What follows belongs to an exercise in optimizing a design on an open flow for small area and a short achievable clock period; a production flow would make more cautious choices. Where RTL was checked, it was by simulation tests only, not by an equivalence proof against the original.

== red ==
Design timer_top, start of the top module:
module timer_top
( input wire sys_clk,
  input wire sys_rst_n,
  input wire tim_pwrite,
  input wire tim_psel,
  input wire tim_penable,
  input wire [11:0] tim_paddr,
  input wire [31:0] tim_pwdata,
  input wire [3:0] tim_pstrb,
  input wire dbg_mode,
  output wire [31:0] tim_prdata,
  output wire tim_int,
  output wire tim_pready,
  output wire tim_pslverr
);
==> module timer_top, before the edit <==
module timer_top
( input wire sys_clk,
  input wire sys_rst_n,
  input wire tim_pwrite,
  input wire tim_psel,
  input wire tim_penable,
  input wire [11:0] tim_paddr,
  input wire [31:0] tim_pwdata,
  input wire [3:0] tim_pstrb,
  input wire dbg_mode,
  output wire [31:0] tim_prdata,
  output wire tim_int,
  output wire tim_pready,
  output wire tim_pslverr
);
reg wait_state;
wire acc = tim_psel & tim_penable;
always @(posedge sys_clk)
  wait_state <= acc;
assign tim_pready = acc & wait_state;
reg [7:0] sel;
wire a_ok = (tim_paddr[11:5] == 7'd0) & (tim_paddr[1:0] == 2'd0);
always @(posedge sys_clk)
  sel <= {8{a_ok}} & (8'd1 << tim_paddr[4:2]);
wire s_tcr   = sel[0];
wire s_tdr0  = sel[1];
wire s_tdr1  = sel[2];
wire s_tcmp0 = sel[3];
wire s_tcmp1 = sel[4];
wire s_tier  = sel[5];
wire s_tisr  = sel[6];
wire s_thcsr = sel[7];
reg wr;
always @(posedge sys_clk or negedge sys_rst_n)
  if (!sys_rst_n) wr <= 1'b0;
  else            wr <= tim_psel & ~tim_pready & tim_pwrite;
wire [3:0] st = tim_pstrb;
wire [31:0] wd = tim_pwdata;
reg        timer_en, div_en, halt_req, int_en, int_st, timer_en_pre;
reg  [3:0] div_val;
reg  [7:0] p;
wire halt_ack = halt_req & dbg_mode;
wire err_cond = (timer_en & st[0] & (wd[1] != div_en)) |
                (timer_en & st[1] & (wd[11:8] != div_val)) |
                (st[1] & (wd[11:8] > 4'd8));
reg err_q;
always @(posedge sys_clk)
  err_q <= err_cond;
wire wr_tcr = wr & s_tcr & ~err_q;
assign tim_pslverr = err_q & s_tcr & wr;
always @(posedge sys_clk or negedge sys_rst_n) begin
  if (!sys_rst_n) begin
    timer_en <= 1'b0;
    div_en   <= 1'b0;
    div_val  <= 4'd1;
    halt_req <= 1'b0;
    int_en   <= 1'b0;
  end else begin
    if (wr_tcr & st[0]) begin
      timer_en <= wd[0];
      div_en   <= wd[1];
    end
    if (wr_tcr & st[1]) div_val <= wd[11:8];
    if (wr & s_tier & st[0])  int_en   <= wd[0];
    if (wr & s_thcsr & st[0]) halt_req <= wd[0];
  end
end
reg init;
always @(posedge sys_clk or negedge sys_rst_n)
  if (!sys_rst_n) init <= 1'b0;
  else            init <= 1'b1;
wire [31:0] wd_c = wd | {32{~init}};
reg [63:0] tcmp;
genvar b;
generate for (b = 0; b < 4; b = b + 1) begin : g_tcmp
  always @(posedge sys_clk) begin
    if (~init | (wr & s_tcmp0 & st[b])) tcmp[8*b+7:8*b]     <= wd_c[8*b+7:8*b];
    if (~init | (wr & s_tcmp1 & st[b])) tcmp[8*b+39:8*b+32] <= wd_c[8*b+7:8*b];
  end
end endgenerate
function [7:0] lim;
  input [3:0] d;
  case (d)
    4'd1: lim = 8'd1;
    4'd2: lim = 8'd3;
    4'd3: lim = 8'd7;
    4'd4: lim = 8'd15;
    4'd5: lim = 8'd31;
    4'd6: lim = 8'd63;
    4'd7: lim = 8'd127;
    4'd8: lim = 8'd255;
    default: lim = 8'd0;
  endcase
endfunction
wire ph = (p == lim(div_val));
wire p_rst = ~timer_en | ~div_en | ph;
wire [7:0] p_inc;
assign p_inc[0] = ~p[0];
genvar i;
generate for (i = 1; i < 8; i = i + 1) begin : g_pinc
  assign p_inc[i] = p[i] ^ (&p[i-1:0]);
end endgenerate
always @(posedge sys_clk) begin
  if (!halt_ack) p <= p_rst ? 8'd0 : p_inc;
end
wire       te_nxt = (wr_tcr & st[0]) ? wd[0]    : timer_en;
wire       de_nxt = (wr_tcr & st[0]) ? wd[1]    : div_en;
wire [3:0] dv_nxt = (wr_tcr & st[1]) ? wd[11:8] : div_val;
reg tick0;
always @(posedge sys_clk or negedge sys_rst_n)
  if (!sys_rst_n) tick0 <= 1'b0;
  else            tick0 <= te_nxt & (~de_nxt | (dv_nxt == 4'd0));
wire cnt_en = ~halt_ack & (tick0 | (timer_en & ph));
always @(posedge sys_clk)
  timer_en_pre <= timer_en;
wire cnt_clr = timer_en_pre & ~timer_en;
wire wr_tdr0 = wr & s_tdr0;
wire wr_tdr1 = wr & s_tdr1;
wire inc = cnt_en & ~wr_tdr0 & ~wr_tdr1;
reg cnt_v;
always @(posedge sys_clk or negedge sys_rst_n)
  if (!sys_rst_n) cnt_v <= 1'b0;
  else            cnt_v <= ~cnt_clr;
reg [63:0] cnt_q;
wire [63:0] cnt = cnt_q & {64{cnt_v}};
wire [15:0] g4;
wire [15:0] gp;    
generate for (i = 0; i < 16; i = i + 1) begin : g_grp
  assign g4[i] = &cnt_q[4*i+3:4*i];
  if (i == 0) begin : g0
    assign gp[i] = 1'b1;
  end else begin : gn
    assign gp[i] = &g4[i-1:0];
  end
end endgenerate
wire [63:0] tog;
generate for (i = 0; i < 64; i = i + 1) begin : g_tog
  if (i % 4 == 0) begin : j0
    assign tog[i] = inc & gp[i/4];
  end else begin : jn
    assign tog[i] = inc & gp[i/4] & (&cnt_q[i-1:(i/4)*4]);
  end
end endgenerate
wire [63:0] cnt_inc = cnt_v ? (cnt_q ^ tog) : {63'd0, inc};
generate for (b = 0; b < 4; b = b + 1) begin : g_cnt
  always @(posedge sys_clk) begin
    cnt_q[8*b+7:8*b]     <= (wr_tdr0 & st[b]) ? wd[8*b+7:8*b] : cnt_inc[8*b+7:8*b];
    cnt_q[8*b+39:8*b+32] <= (wr_tdr1 & st[b]) ? wd[8*b+7:8*b] : cnt_inc[8*b+39:8*b+32];
  end
end endgenerate
wire int_set = init & (cnt_v ? (cnt_q == tcmp) : (tcmp == 64'd0));
wire int_clr_req = wr & s_tisr & st[0] & wd[0];
always @(posedge sys_clk or negedge sys_rst_n)
  if (!sys_rst_n) int_st <= 1'b0;
  else            int_st <= int_st ? ~int_clr_req : int_set;
assign tim_int = int_en & int_st;
reg rs_tdr0, rs_tdr1;
always @(posedge sys_clk) begin
  rs_tdr0 <= a_ok & (tim_paddr[4:2] == 3'd1) & ~cnt_clr;
  rs_tdr1 <= a_ok & (tim_paddr[4:2] == 3'd2) & ~cnt_clr;
end
assign tim_prdata =
    ({32{s_tcr}}   & {20'b0, div_val, 6'b0, div_en, timer_en}) |
    ({32{rs_tdr0}} & cnt_q[31:0]) |
    ({32{rs_tdr1}} & cnt_q[63:32]) |
    ({32{s_tcmp0}} & tcmp[31:0]) |
    ({32{s_tcmp1}} & tcmp[63:32]) |
    ({32{s_tier}}  & {31'b0, int_en}) |
    ({32{s_tisr}}  & {31'b0, int_st}) |
    ({32{s_thcsr}} & {30'b0, halt_ack, halt_req});
endmodule
==> flow/config.mk <==
export PLATFORM = sky130hd
export DESIGN_NAME = timer_top
export DESIGN_NICKNAME = timer_top
export VERILOG_FILES = /design/flow/design.v
export SDC_FILE = /design/flow/constraint.sdc
export NUM_CORES = 4
export LEC_CHECK = 0
export CAP_MARGIN = 20
export CORE_MARGIN = 2
export CORE_UTILIZATION = 40
export CTS_BUF_LIST = sky130_fd_sc_hd__clkbuf_8
export SETUP_SLACK_MARGIN = 2.4
export SLEW_MARGIN = 20
==> flow/constraint.sdc <==
create_clock -name core_clock -period 5.0 [get_ports {sys_clk}]
set_input_delay 1.0000 -clock core_clock [delete_from_list [all_inputs] [get_ports {sys_clk}]]
set_output_delay 1.0000 -clock core_clock [all_outputs]
set_load 0.01 [all_outputs]
standard.sh (not shown) runs the stock make flow with config.mk's settings and CLKGATE_MAP_FILE= SYNTH_SCRIPT=/design/flow/synth_recipe.tcl, a recipe that flattens the netlist after the stock synthesis.
==> flow/flow/run.sh <==
#!/bin/bash
# Layout: the standard flow's synthesis script with its own ABC mapping script, then
# the standard flow for the remaining steps, with plain buffers on the
# ports. Each tool's output goes to a log file here.
set -euo pipefail
HERE=$(pwd)
export OWN_ABC_SCRIPT=$HERE/flow/abc_map.script
make -C $FLOW_HOME DESIGN_CONFIG=$FLOW_CONFIG WORK_HOME=$HERE/orfs CLKGATE_MAP_FILE= \
  SYNTH_SCRIPT=$HERE/flow/synth_own.tcl synth > $HERE/synth.log 2>&1
bash standard.sh "BUFFER_PORTS_ARGS=-buffer_cell sky130_fd_sc_hd__buf_2" finish > $HERE/standard.log 2>&1
==> flow/flow/abc_map.script <==
&get -n
&st
&dch
&nf
&st
&syn2
&if -g -K 6
&synch2
&nf
&st
&syn2
&if -g -K 6
&synch2
&nf
&st
&syn2
&if -g -K 6
&synch2
&nf
&st
&syn2
&if -g -K 6
&synch2
&nf
&st
&syn2
&if -g -K 6
&synch2
&nf
&put
topo
stime -c
upsize -c
dnsize -c
==> flow/flow/synth_own.tcl <==
# synth_recipe.tcl, with ABC's cell mapping run by flow/abc_map.script (ORFS's
# speed script without ABC's own buffering) and without the slow a222oi
# cell; the layout flow buffers and sizes.
proc synth {args} { yosys synth -nofsm -noshare {*}$args }
proc abc {args} {
  set i [lsearch -exact $args -script]
  if {$i >= 0} { lset args [expr {$i + 1}] $::env(OWN_ABC_SCRIPT) }
  lappend args -dont_use sky130_fd_sc_hd__a222oi_1
  yosys abc {*}$args
}
source $::env(SCRIPTS_DIR)/synth.tcl
# left out here: clear keep_hierarchy, flatten, clean up, hide names made inside functions, write 1_2_yosys.v
red ended with every stage complete and zero timing, DRC or antenna violations.
Inputs modified between red and blue:
--- a/flow/design.v
+++ b/flow/design.v
@@ -92,7 +92,7 @@
     default: lim = 8'd0;
   endcase
 endfunction
-wire ph = (p == lim(div_val));
+reg ph;
 wire p_rst = ~timer_en | ~div_en | ph;
 wire [7:0] p_inc;
 assign p_inc[0] = ~p[0];
@@ -100,8 +100,13 @@
 generate for (i = 1; i < 8; i = i + 1) begin : g_pinc
   assign p_inc[i] = p[i] ^ (&p[i-1:0]);
 end endgenerate
+wire wen_dv = wr_tcr & st[1];
+wire ph_nxt = halt_ack ? (wen_dv ? (p == lim(wd[11:8])) : ph)
+            : p_rst    ? (lim(wen_dv ? wd[11:8] : div_val) == 8'd0)
+            :            (p_inc == lim(div_val));
 always @(posedge sys_clk) begin
   if (!halt_ack) p <= p_rst ? 8'd0 : p_inc;
+  ph <= ph_nxt;
 end
 wire       te_nxt = (wr_tcr & st[0]) ? wd[0]    : timer_en;
 wire       de_nxt = (wr_tcr & st[0]) ? wd[1]    : div_en;
==> comparison <==
- Data arrival time of the critical path is higher on red
- The lower die width of blue and red is in red.
- Maximum clock frequency delta (blue − red): favourable
- Every run in the comparison, blue and red, completed the flow with a clean layout.
- The global routing usage summed across all routing layers of blue falls short of that of red by 2.5 points.
- Side by side, shortest clock period the worst path allows after layout turned out lower in blue than in red.
- Worst setup slack, blue and red: higher on blue
- [compare] base=red new=blue: number of tap instances higher, critical path depth lower.
The RTL of red was laid out without a check of its function.

-- what the ideal ports hide --
No port has a modelled driver above. Below, the same layouts with a new extraction and two added sets of constraints.
Step 1 sets driving cells, clkbuf_16 on the clock port and buf_2 on the other inputs (assumed; they add their load-dependent delay and slew).
Step 2 times the ports against the registers' clock, not the clock port: input delays grow and output delays shrink by t, the midpoint of the rising clock arrivals with the driver on.
a / b / c = no drivers / after step 1 / after step 2; a / b = the first two.
run	t, ns	setup WS [ns]	worst setup path at the end	cell pins on the clock port's net
red	0.503	2.163 / 2.163 / 1.797	input to register	1
blue	0.504	2.413 / 2.392 / 2.037	input to register	1
After both steps setup and hold are still met in every run listed. For blue, which loses most, drivers alone change the setup slack by -0.021 ns; drivers and shift together by -0.376 ns.
